Context: an optimization exercise on an open-source flow, tuned for small area. The choices shown serve that exercise and are no tape-out recipe. Where RTL was checked, it was by simulation tests only, not by an equivalence proof against the original. No functional check of the RTL was part of run 2.

`flow/run.sh`:
```
#!/bin/bash
# synth_recipe.tcl (not shown) runs the flow's synth.tcl, then flattens the netlist and writes it again
# the make line also repeats each setting of config.mk as NAME=value (left out here)
make -C /OpenROAD-flow-scripts/flow DESIGN_CONFIG=/design/flow/config.mk WORK_HOME=/design/flow/orfs CLKGATE_MAP_FILE= SYNTH_SCRIPT=/design/flow/synth_recipe.tcl finish
```
`flow/config.mk`:
```
export PLATFORM = sky130hd
export DESIGN_NAME = conv2D_int16
export DESIGN_NICKNAME = conv2D_int16
export VERILOG_FILES = /design/flow/design.v
export SDC_FILE = /design/flow/constraint.sdc
export NUM_CORES = 4
export LEC_CHECK = 0
export CAP_MARGIN = 20
export CORE_MARGIN = 2
export CORE_UTILIZATION = 45
export PLACE_DENSITY = 0.6
export SLEW_MARGIN = 20
```
`flow/constraint.sdc`:
```
create_clock -name core_clock -period 16.0 [get_ports {S_AXIS_ACLK}]
set_input_delay 3.2000 -clock core_clock [delete_from_list [all_inputs] [get_ports {S_AXIS_ACLK}]]
set_output_delay 3.2000 -clock core_clock [all_outputs]
set_load 0.01 [all_outputs]
```
`flow/design.v`:
```
`timescale 1ns / 1ps
module conv2D_int16(
    input wire  M_AXIS_ACLK,
    input wire  M_AXIS_ARESETN,
    input wire  S_AXIS_ACLK,
    input wire  S_AXIS_ARESETN,
    output wire  M_AXIS_TVALID,
    output wire [15:0] M_AXIS_TDATA,
    output wire [1:0] M_AXIS_TKEEP,
    output wire  M_AXIS_TLAST,
    input wire  M_AXIS_TREADY,
    output wire  S_AXIS_TREADY,
    input wire [15:0] S_AXIS_TDATA,
    input wire [1:0] S_AXIS_TKEEP,
    input wire  S_AXIS_TLAST,
    input wire  S_AXIS_TVALID
    );
    localparam IDLE = 3'd0, FILTER = 3'd1, FILL = 3'd2, STREAM = 3'd3, DRAIN = 3'd4;
    reg [2:0] state;
    reg [1:0] row;       
    reg [1:0] col;       
    wire RX = M_AXIS_TREADY && S_AXIS_TVALID;
    wire s_idle   = state == IDLE;
    wire s_filter = state == FILTER;
    wire s_fill   = state == FILL;
    wire s_stream = state == STREAM;
    wire s_drain  = state == DRAIN;
    wire ph0 = row == 2'd0;
    wire ph1 = row == 2'd1;
    wire ph2 = row == 2'd2;
    wire pad = s_drain && !ph2;                      
    wire adv = ((s_fill || s_stream) && RX) || pad;  
    assign S_AXIS_TREADY = M_AXIS_TREADY;
    assign M_AXIS_TKEEP  = 2'b11;
    assign M_AXIS_TLAST  = s_drain;
    assign M_AXIS_TVALID = ph2 && (s_drain || (s_stream && S_AXIS_TVALID));
    reg [15:0] f [0:8];
    integer i;
    always @(posedge S_AXIS_ACLK) begin
        if ((s_idle || s_filter) && RX) begin
            f[0] <= S_AXIS_TDATA;
            for (i = 1; i < 9; i = i + 1) f[i] <= f[i-1];
        end
    end
    wire sa0 = ph0 && !s_drain, sa1 = ph1 && !s_drain, sa2 = ph2 && !s_drain;
    wire [15:0] cA = ({16{sa0}} & f[2]) | ({16{sa1}} & f[5]) | ({16{sa2}} & f[8]);  
    wire [15:0] cB = ({16{ph0}} & f[1]) | ({16{ph1}} & f[4]) | ({16{ph2}} & f[7]);  
    wire [15:0] cC = ({16{ph0}} & f[0]) | ({16{ph1}} & f[3]) | ({16{ph2}} & f[6]);  
    reg [15:0] O, P0, P1, P2;
    wire [15:0] x = S_AXIS_TDATA;
    wire [15:0] sA = P0 + cA * x;
    wire [15:0] sB = P1 + cB * x;
    wire [15:0] sC = P2 + cC * x;
    always @(posedge S_AXIS_ACLK) begin
        if (adv) begin
            if (ph0) begin
                O  <= sA;
                P0 <= sB;
                P1 <= sC;
                P2 <= 16'd0;
            end else begin
                P0 <= sA;
                P1 <= sB;
                P2 <= sC;
            end
        end
    end
    assign M_AXIS_TDATA = O;
    always @(posedge S_AXIS_ACLK) begin
        if (!S_AXIS_ARESETN) begin
            state <= IDLE;
            row   <= 2'd0;
            col   <= 2'd0;
        end else begin
            if (adv) row <= ph2 ? 2'd0 : row + 2'd1;
            case (state)
                IDLE: begin
                    if (RX) state <= FILTER;
                    else begin
                        row <= 2'd0;
                        col <= 2'd0;
                    end
                end
                FILTER: if (RX && S_AXIS_TLAST) state <= FILL;
                FILL: if (RX) begin
                    if (ph2) col <= col + 2'd1;
                    if (ph0 && col == 2'd3) state <= STREAM;
                end
                STREAM: if (RX && S_AXIS_TLAST) state <= DRAIN;
                DRAIN: if (ph2 && M_AXIS_TREADY) state <= IDLE;
                default: state <= IDLE;
            endcase
        end
    end
endmodule
```
==> results of run 1 <==
-- registers in the layout, indices dropped and copies added, names as in the netlist --
name / count
P1: 16
P2: 16
row: 2
O: 16
f: 144
col: 2
state: 3
P0: 16
-- cells by family after synthesis --
logic type / synth area share [%]
flip-flops: 29.4
XOR/XNOR: 5.17
multiplexers: 2.04
buffers and inverters: 10.3
AO/OA/AOI/OAI: 4.48
AND/OR/NAND/NOR: 13.5
adder cells (fa/ha/maj): 35.0
other: 0.0173
-- final cells by class --
type / count / area [µm²]
Tap cell: 615 / 769
Clock inverter: 10 / 92.6
Sequential cell: 215 / 6390
Antenna cell: 1 / 2.50
Timing Repair Buffer: 70 / 612
Fill cell: 4411 / 24200
Clock buffer: 34 / 659
Inverter: 477 / 1790
Multi-Input combinational cell: 1352 / 13100
-- final timing paths --
path,to,depth (start not counted)
setup reg to reg,P0[15],21
setup / recovery,P0[15],20
hold / removal,f[1][1],0
hold reg to reg,f[1][1],0
-- cell usage in the layout, fill, tap and decap left out, types with 9 or more instances in the layout --
cell	n
a21oi_1	31
and2_1	146
and3_1	22
buf_4	30
clkbuf_1	9
clkbuf_16	25
clkdlybuf4s50_1	36
edfxtp_1	208
fa_1	282
ha_1	157
inv_1	476
mux2i_1	42
nand2_1	335
nand2b_1	9
nand3_1	19
nor2_1	29
nor2b_1	16
nor3_1	9
o21ai_0	24
o21ai_1	12
o2bb2ai_1	14
xnor2_1	89
xor2_1	20
-- metal layers --
| metal | vias up | global-route usage (%) |
|---|---|---|
| met5 | - | 0 |
| met4 | 0 | 6.88 |
| met3 | 96 | 3.19 |
| met2 | 417 | 36.4 |
| met1 | 7407 | 30.9 |
| li1 | 6572 | - |
==> results.cfg, run 1 <==
[routing]
drt-initial-drc-count = 1013
route.detailed.drc = 0
top_layer_used = met4
wl_met3_mm = 3.28
drtAntennaViolNets = 0
drt-total-wl_mm = 53.2
wl_met2_mm = 24.8
via_per_inst = 5.22
met1Wirelength_mm = 23.5
wl_per_cell_um = 19.2
num_vias = 14500
firstDrtPassIters = 5

[placement]
portBuffers = 39
place_area_mm2 = 0.0227
dp.cells = 2729
place_hpwl_mm = 38.1
dp_slack_ns = 6.40
gp_congestion = 0.829

[global_route]
antenna_found_initial = 4
grt_max_degree = 92
grt_pass1_vias = 15700
grt_use_total_pct = 22.3
grt_first_pass_wirelength_mm = 86.2
grt_overflow = 0

[worst_setup_path]
start_kind = input pin
r2r_slack_ns = 8.19
startpoint = S_AXIS_TDATA[3]
required_ns = 16.30
cpLargestDelayFamily = adder cells
end_kind = flop
cp_num_buf_inv = 5
path_max_fanout = 40
crit_top_cell = fa_1
worst_ep_arrival_time_ns = 9.36
critPathMaxStageDelay_ns = 0.59
cpMaxStageDelayCell = fa_1
path_class = input pin to flop
reg2reg_from = row[1]
cp_cell_sequence = clkdlybuf4s50_1 -> buf_4 -> nand2_1 -> fa_1 -> fa_1 -> fa_1 -> fa_1 -> inv_1 -> fa_1 -> inv_1 -> fa_1 -> inv_1 -> ha_1 -> nand3_1 -> a211oi_1 -> nor2_1 -> a21oi_1 -> xnor3_1 -> nand2_1 -> o31ai_2

[yosys]
ys.warnings.count = 2
synth.avg_cell_area_um2 = 10.2
yosysTopAreaCell = edfxtp_1
ys_seq_area_share_pct = 29.4
synth_edf_count = 208
synthTopCellsByCount = inv_1 (477), nand2_1 (335), fa_1 (282)
syn_area_mm2 = 0.0217
synth_top_flop_cell = edfxtp_1
syn_inst = 2135
synth_area_leaders = edfxtp_1 (29%), fa_1 (26%), ha_1 (9.0%)
synth_most_common_cell = inv_1
ys_ff_latch = 215
async_flop_share_pct = 0
synth_top_cell_area_share_pct = 28.8
synth_cell_type_count = 58

[die]
ios = 46
core_area_mm2 = 0.0476
start_util_pct = 45.6
rows = 80
chipHeight_um = 224
die_x_um = 224
die_area_mm2 = 0.0500

[sta]
slew_headroom_pct = 29.9
fin_ws_ns = 6.94
fmax_mhz = 110
min_period_over_period_pct = 56.6
holdWs_ns = 0.434
drv_slew = 0
rsz0062_at_grt = no
setup-tns-final_ns = 0
max_slew.worst_pin.slew_ns = 1.05
hold_violations = 0
finalClockSkew_ns = 0.0287
final-setup-viol-count = 0
post-route-min-period_ns = 9.06

[clock_tree]
cts_root_buffer = clkbuf_16
hold_buffers = 0
cts_setup_buffers = 0
cts_tree = built
clock_sinks = 215
clockBufferDepth = 3
clkTransAtPathRegs_ns = 0.06
worstSkewPairLatency_ns = 0.57
htreeDepth = 1
cts_buffers = 25
ctsResizeCount = 0

[finish]
drive_gt1_share_pct = 4.59
fin_nets = 2605
syn_to_final_growth_pct = 7.92
fin_util_pct = 49.2
finalInstanceArea_mm2 = 0.0234
layoutNonFillerInstCount = 2774

[job]
max_cap_viol_count = 0

[hold_path]
hp-class = flop to flop
min_from = f[0][1]

[outcome]
status = no timing/DRC/antenna violations
==> run 2: changes to the inputs <==
==> flow/design.v (replaced) <==
`timescale 1ns / 1ps
module conv2D_int16(
    input wire  M_AXIS_ACLK,
    input wire  M_AXIS_ARESETN,
    input wire  S_AXIS_ACLK,
    input wire  S_AXIS_ARESETN,
    output wire  M_AXIS_TVALID,  
    output wire [15:0] M_AXIS_TDATA,  
    output wire [1:0] M_AXIS_TKEEP, 
    output wire  M_AXIS_TLAST,  
    input wire  M_AXIS_TREADY,  
    output wire  S_AXIS_TREADY,  
    input wire [15:0] S_AXIS_TDATA,  
    input wire [1:0] S_AXIS_TKEEP,  
    input wire  S_AXIS_TLAST,  
    input wire  S_AXIS_TVALID  
    );
    reg [2:0] state;
    wire TX, RX, RX_data, RX_last, systolic_advance, new_filt_data, arr_rst, new_data, zero_padding, TX_last;
    assign RX = S_AXIS_TREADY && S_AXIS_TVALID;
    assign TX = M_AXIS_TREADY && M_AXIS_TVALID;  
    assign RX_data = RX && S_AXIS_TKEEP == 3;  
    assign RX_last = RX && S_AXIS_TLAST;
    assign systolic_advance = zero_padding || arr_rst || new_data;  
    assign new_filt_data = (state == 0 || state == 1) && RX_data;
    assign arr_rst = (state == 0 && ~RX);
    assign new_data = (state == 2 || state == 3) && RX_data;
    assign zero_padding = state == 4 && (row_count != 2);  
    assign TX_last = TX_count == data_count / 3  - 3;  
    assign M_AXIS_TVALID = (state == 4 && (row_count == 2)) || (state == 3 && S_AXIS_TVALID && (row_count == 2)); 
    assign M_AXIS_TKEEP = 3;  
    assign M_AXIS_TLAST = (state == 4) && TX_last; 
    assign S_AXIS_TREADY = M_AXIS_TREADY; 
    reg [15:0] filter[0:2][0:2];
    reg [8:0] filter_size;
    always @(posedge S_AXIS_ACLK) begin 
        if (new_filt_data) begin
            filter[0][0] <= S_AXIS_TDATA;  
            filter_size <= filter_size + 1;
        end
        else if (arr_rst) begin
            filter[0][0] <= 0;  
            filter_size <= 0;
        end
    end
    genvar row, col;
    generate
    for (row=0; row<3; row=row+1) begin
        for (col=0; col<3; col=col+1) begin
            always @(posedge S_AXIS_ACLK) begin
                if (new_filt_data || arr_rst) begin
                    if(row != 0 && col == 0) filter[row][0] <= filter[row-1][2];
                    if(col != 0) filter[row][col] <= filter[row][col-1];
                end
            end
        end
    end
    endgenerate
    reg [15:0] data[0:2][0:2];
    reg [31:0] data_count;
    reg [1:0] row_count;
    reg [31:0] TX_count;
    always @(posedge S_AXIS_ACLK) begin
        if (new_data) begin 
            data[row_count][2] <= S_AXIS_TDATA;  
            data_count <= data_count+1;
            if (row_count != 2) row_count <= row_count + 1;
            else if (row_count == 2) row_count <= 0;
        end
        if (zero_padding) begin
            data[row_count][2] <= 0;  
            if (row_count != 2) row_count <= row_count + 1;
            else if (row_count == 2) row_count <= 0;
        end
        if (arr_rst) begin
            data_count <= 0;
            row_count <= 0;
            data[0][2] <= 0;
            data[1][2] <= 0;
            data[2][2] <= 0;
        end
        if (TX) TX_count <= TX_count + 1;
        if (arr_rst) TX_count <= 0;
        if (!S_AXIS_ARESETN) begin  
            data_count <= 0;
            row_count <= 0;
            TX_count <= 0;
        end
    end
    generate
    for (col=2; col>0; col=col-1) begin
        always @(posedge S_AXIS_ACLK) begin
            if (systolic_advance) begin
                if(row_count == 0 || arr_rst) data[0][col-1] <= data[0][col];
                if(row_count == 1 || arr_rst) data[1][col-1] <= data[1][col];
                if(row_count == 2 || arr_rst) data[2][col-1] <= data[2][col];
            end 
        end
    end
    endgenerate
    reg [15:0] products[0:2][0:2];
    reg [15:0] L0sums[0:2];
    assign M_AXIS_TDATA = products[0][0] + products[0][1] + products[0][2] +
                            products[1][0] + products[1][1] + products[1][2] +
                                products[2][0] + products[2][1] + products[2][2];
    generate
        for (col=0; col<3; col=col+1) begin 
            always @(posedge S_AXIS_ACLK) begin
                if (systolic_advance) begin
                    products[0][col] <= data[0][col]*filter[0][col]; 
                    products[1][col] <= data[1][col]*filter[1][col]; 
                    products[2][col] <= data[2][col]*filter[2][col]; 
                end
            end
        end
    endgenerate
    always @(posedge S_AXIS_ACLK) begin
        if (!S_AXIS_ARESETN) state <= 0; else begin  
        if (state == 0 && RX_data) state <= 1;  
        if (state == 1 && RX_last) state <= 2;  
        if (state == 2 && data_count == 9 && RX_data) state <= 3;  
        if (state == 3 && RX_last) state <= 4;  
        if (state == 4 && TX && TX_last) state <= 0;  
        end
    end
endmodule
==> run 2 against run 1 <==
Effect of this change: still clean; global-route usage grew 1.3 points; utilization fell by 0.92 points; register-to-register slack lost 3.0 ns; die area grew to 2.7 times the previous value; cell area grew to 2.7 times the previous value; area after synthesis grew to 2.7 times the previous value; sequential share of layout area down 4.6 points; critical endpoint is now M_AXIS_TLAST.
==> results.cfg, run 2 <==
[clock_tree]
cts_buffers = 60
clockBufferDepth = 3
clock_sinks = 501
cts_tree = built
hold_buffers = 0
clkTransAtPathRegs_ns = 0.06
htreeDepth = 2
worstSkewPairLatency_ns = 0.69
cts_root_buffer = clkbuf_16

[worst_setup_path]
critPathMaxStageDelay_ns = 0.58
path_max_fanout = 11
end_kind = output pin
required_ns = 12.80
cpMaxStageDelayCell = or4_1
start_kind = flop
worst_ep_arrival_time_ns = 12.07
path_class = flop to output pin
startpoint = data_count[28]
reg2reg_from = data_count[28]

[die]
chipHeight_um = 367
die_x_um = 367
die_area_mm2 = 0.135
start_util_pct = 45.2
core_area_mm2 = 0.131
ios = 46
rows = 133

[yosys]
synth_most_common_cell = inv_1
synth.avg_cell_area_um2 = 9.58
ys_ff_latch = 501
syn_inst = 6201
synth_area_leaders = fa_1 (28%), edfxtp_1 (22%), ha_1 (9.8%)
ys_seq_area_share_pct = 24.2
synth_top_flop_cell = edfxtp_1
synth_cell_type_count = 108
ys.warnings.count = 3
syn_area_mm2 = 0.0594
synthTopCellsByCount = inv_1 (1143), nand2_1 (943), fa_1 (821)
synth_top_cell_area_share_pct = 27.7
yosysTopAreaCell = fa_1
async_flop_share_pct = 0
synth_edf_count = 432

[global_route]
grt_use_total_pct = 23.6
grt_overflow = 0
grt_pass1_vias = 42600
grt_max_degree = 74
grt_first_pass_wirelength_mm = 248
antenna_found_initial = 7

[sta]
hold_violations = 0
min_period_over_period_pct = 95.5
fmax_mhz = 65.5
fin_ws_ns = 0.728
finalClockSkew_ns = 0.0521
drv_slew = 0
final-setup-viol-count = 0
post-route-min-period_ns = 15.27
slew_headroom_pct = 31.4
max_slew.worst_pin.slew_ns = 1.03

[routing]
drt-total-wl_mm = 155
route.detailed.drc = 0
wl_per_cell_um = 19.8
firstDrtPassIters = 8
num_vias = 41100
drt-initial-drc-count = 2886
via_per_inst = 5.25
drtAntennaViolNets = 0

[outcome]
status = no timing/DRC/antenna violations

[finish]
reg_top3 = data x144, filter x144, products x144
fill_cells = 12300
register_area_mm2 = 0.0144
final_common_cell = inv_1
drive_gt1_share_pct = 4.06
fin_nets = 7321
layout_common_cells = inv_1 (1143), nand2_1 (940), fa_1 (821), and2_1 (501), ha_1 (464)
multi_input_area_mm2 = 0.0396
syn_to_final_growth_pct = 6.68

[job]
max_cap_viol_count = 0

[hold_path]
hp-class = flop to flop
min_from = filter[0][15]

[placement]
portBuffers = 41
place_hpwl_mm = 117
dp_slack_ns = 0.385
gp_congestion = 0.879
==> run 2: changes by cell type in the layout (fill, tap and decap cells not counted), sizes merged, moves of 147 or more <==
cell and delta:
inv +678, nand2 +606, fa +539, and2 +356
ha +307, xnor2 +281, edfxtp +224, a21oi +147
==> run 2: logic make-up (layout without fill, tap and decap cells) <==
logic type,after synthesis,count (layout),synth area share (%)
AO/OA/AOI/OAI,525,525,6.11
XOR/XNOR,491,491,7.24
adder cells (fa/ha/maj),1287,1287,37.5
buffers and inverters,1498,1358,9.57
flip-flops,501,501,24.2
multiplexers,19,19,0.329
other,1,8,0.00631
AND/OR/NAND/NOR,1879,1879,15.1
==> run 2: final timing paths <==
| check | end | slack [ns] | cells after the start |
|---|---|---|---|
| hold reg to reg | filter[1][15] | 0.45 | 0 |
| hold / removal | filter[1][15] | 0.45 | 0 |
| setup / recovery | M_AXIS_TLAST | 0.73 | 45 |
| setup reg to reg | state[2] | 5.20 | 44 |
==> run 2: layer usage <==
metal | global-route usage [%] | part of all wire [%]
met1 | 33.7 | 45
met2 | 38.3 | 47
met3 | 2.62 | 5.9
met4 | 5.53 | 2.3
met5 | 0 | 0
==> run 2: timing repair <==
action / 4_1_cts / 5_1_grt
buffers inserted: 1 / 10
endpoints found under the setup margin: 1 / 1
resized for setup: 5 / 38
pin swaps: 1 / 10
cloned: 0 / 0
==> run 2: through the flow <==
| stage | setup TNS, ns | hold WS [ns] | instances | area [µm²] | util [%] |
|---|---|---|---|---|---|
| finish | 0 | 0.451 | 7823 | 63400 | 48.3 |
| global route | -0.0224 | 0.467 | 7821 | 63400 | 48.3 |
| CTS | 0 | 0.450 | 7807 | 63100 | 48.0 |
| detailed placement | 0 | 0.437 | 7693 | 61000 | 46.5 |
| global placement | 0 | 0.433 | 7693 | 61000 | 46.5 |
| floorplan | 0 | 0.424 | 6202 | 59400 | - |
==> run 2: critical path: cells and delay by family, from the launching register on <==
family	cells	cell delay, ns
AND/OR/NAND/NOR	19	5.48
AO/OA/AOI/OAI	18	3.81
XOR/XNOR	1	0.14
flip-flops	1	0.37
adder cells (fa/ha/maj)	2	0.45
buffers and inverters	5	1.10
==> run 2: cell type report <==
type,instances,area share [%]
flip-flops and latches,501,22.7
clock inverters,47,0.815
inverters,1149,6.81
diodes,6,0.0237
well taps,1755,3.47
multi-input cells,4203,62.5
repair buffers,96,1.30
clock buffers,66,2.44

[static timing again, ports no longer ideal]
In the flow no input, the clock included, has a driving cell. The finished layouts below were timed again as built, in two steps. Step 1 (the two cells are an assumption about what drives the block):
set clk [get_ports {S_AXIS_ACLK}]
set_driving_cell -lib_cell sky130_fd_sc_hd__clkbuf_16 $clk
set_driving_cell -lib_cell sky130_fd_sc_hd__buf_2 [delete_from_list [all_inputs] $clk]
Step 2 also shifts input and output timing later by t, the mid clock arrival at the registers, as if the neighbouring blocks saw the same clock. Three values: no drivers, after step 1, after step 2; two values: the first two.
run | shift t [ns] | setup slack, ns | clock arrival spread, ns | slew at the worst register clock pin (ns) | worst data-port slew with drivers (ns)
run 1 | 0.615 | 6.942 / 6.974 / 6.360 | 0.029 / 0.029 | 0.07 / 0.07 | 0.04
run 2 | 0.738 | 0.728 / 0.652 / 1.389 | 0.052 / 0.053 | 0.07 / 0.07 | 0.12
After both steps every run listed still meets setup and hold. For run 1, which loses most, drivers alone change the setup slack by +0.032 ns; drivers and shift together by -0.582 ns.
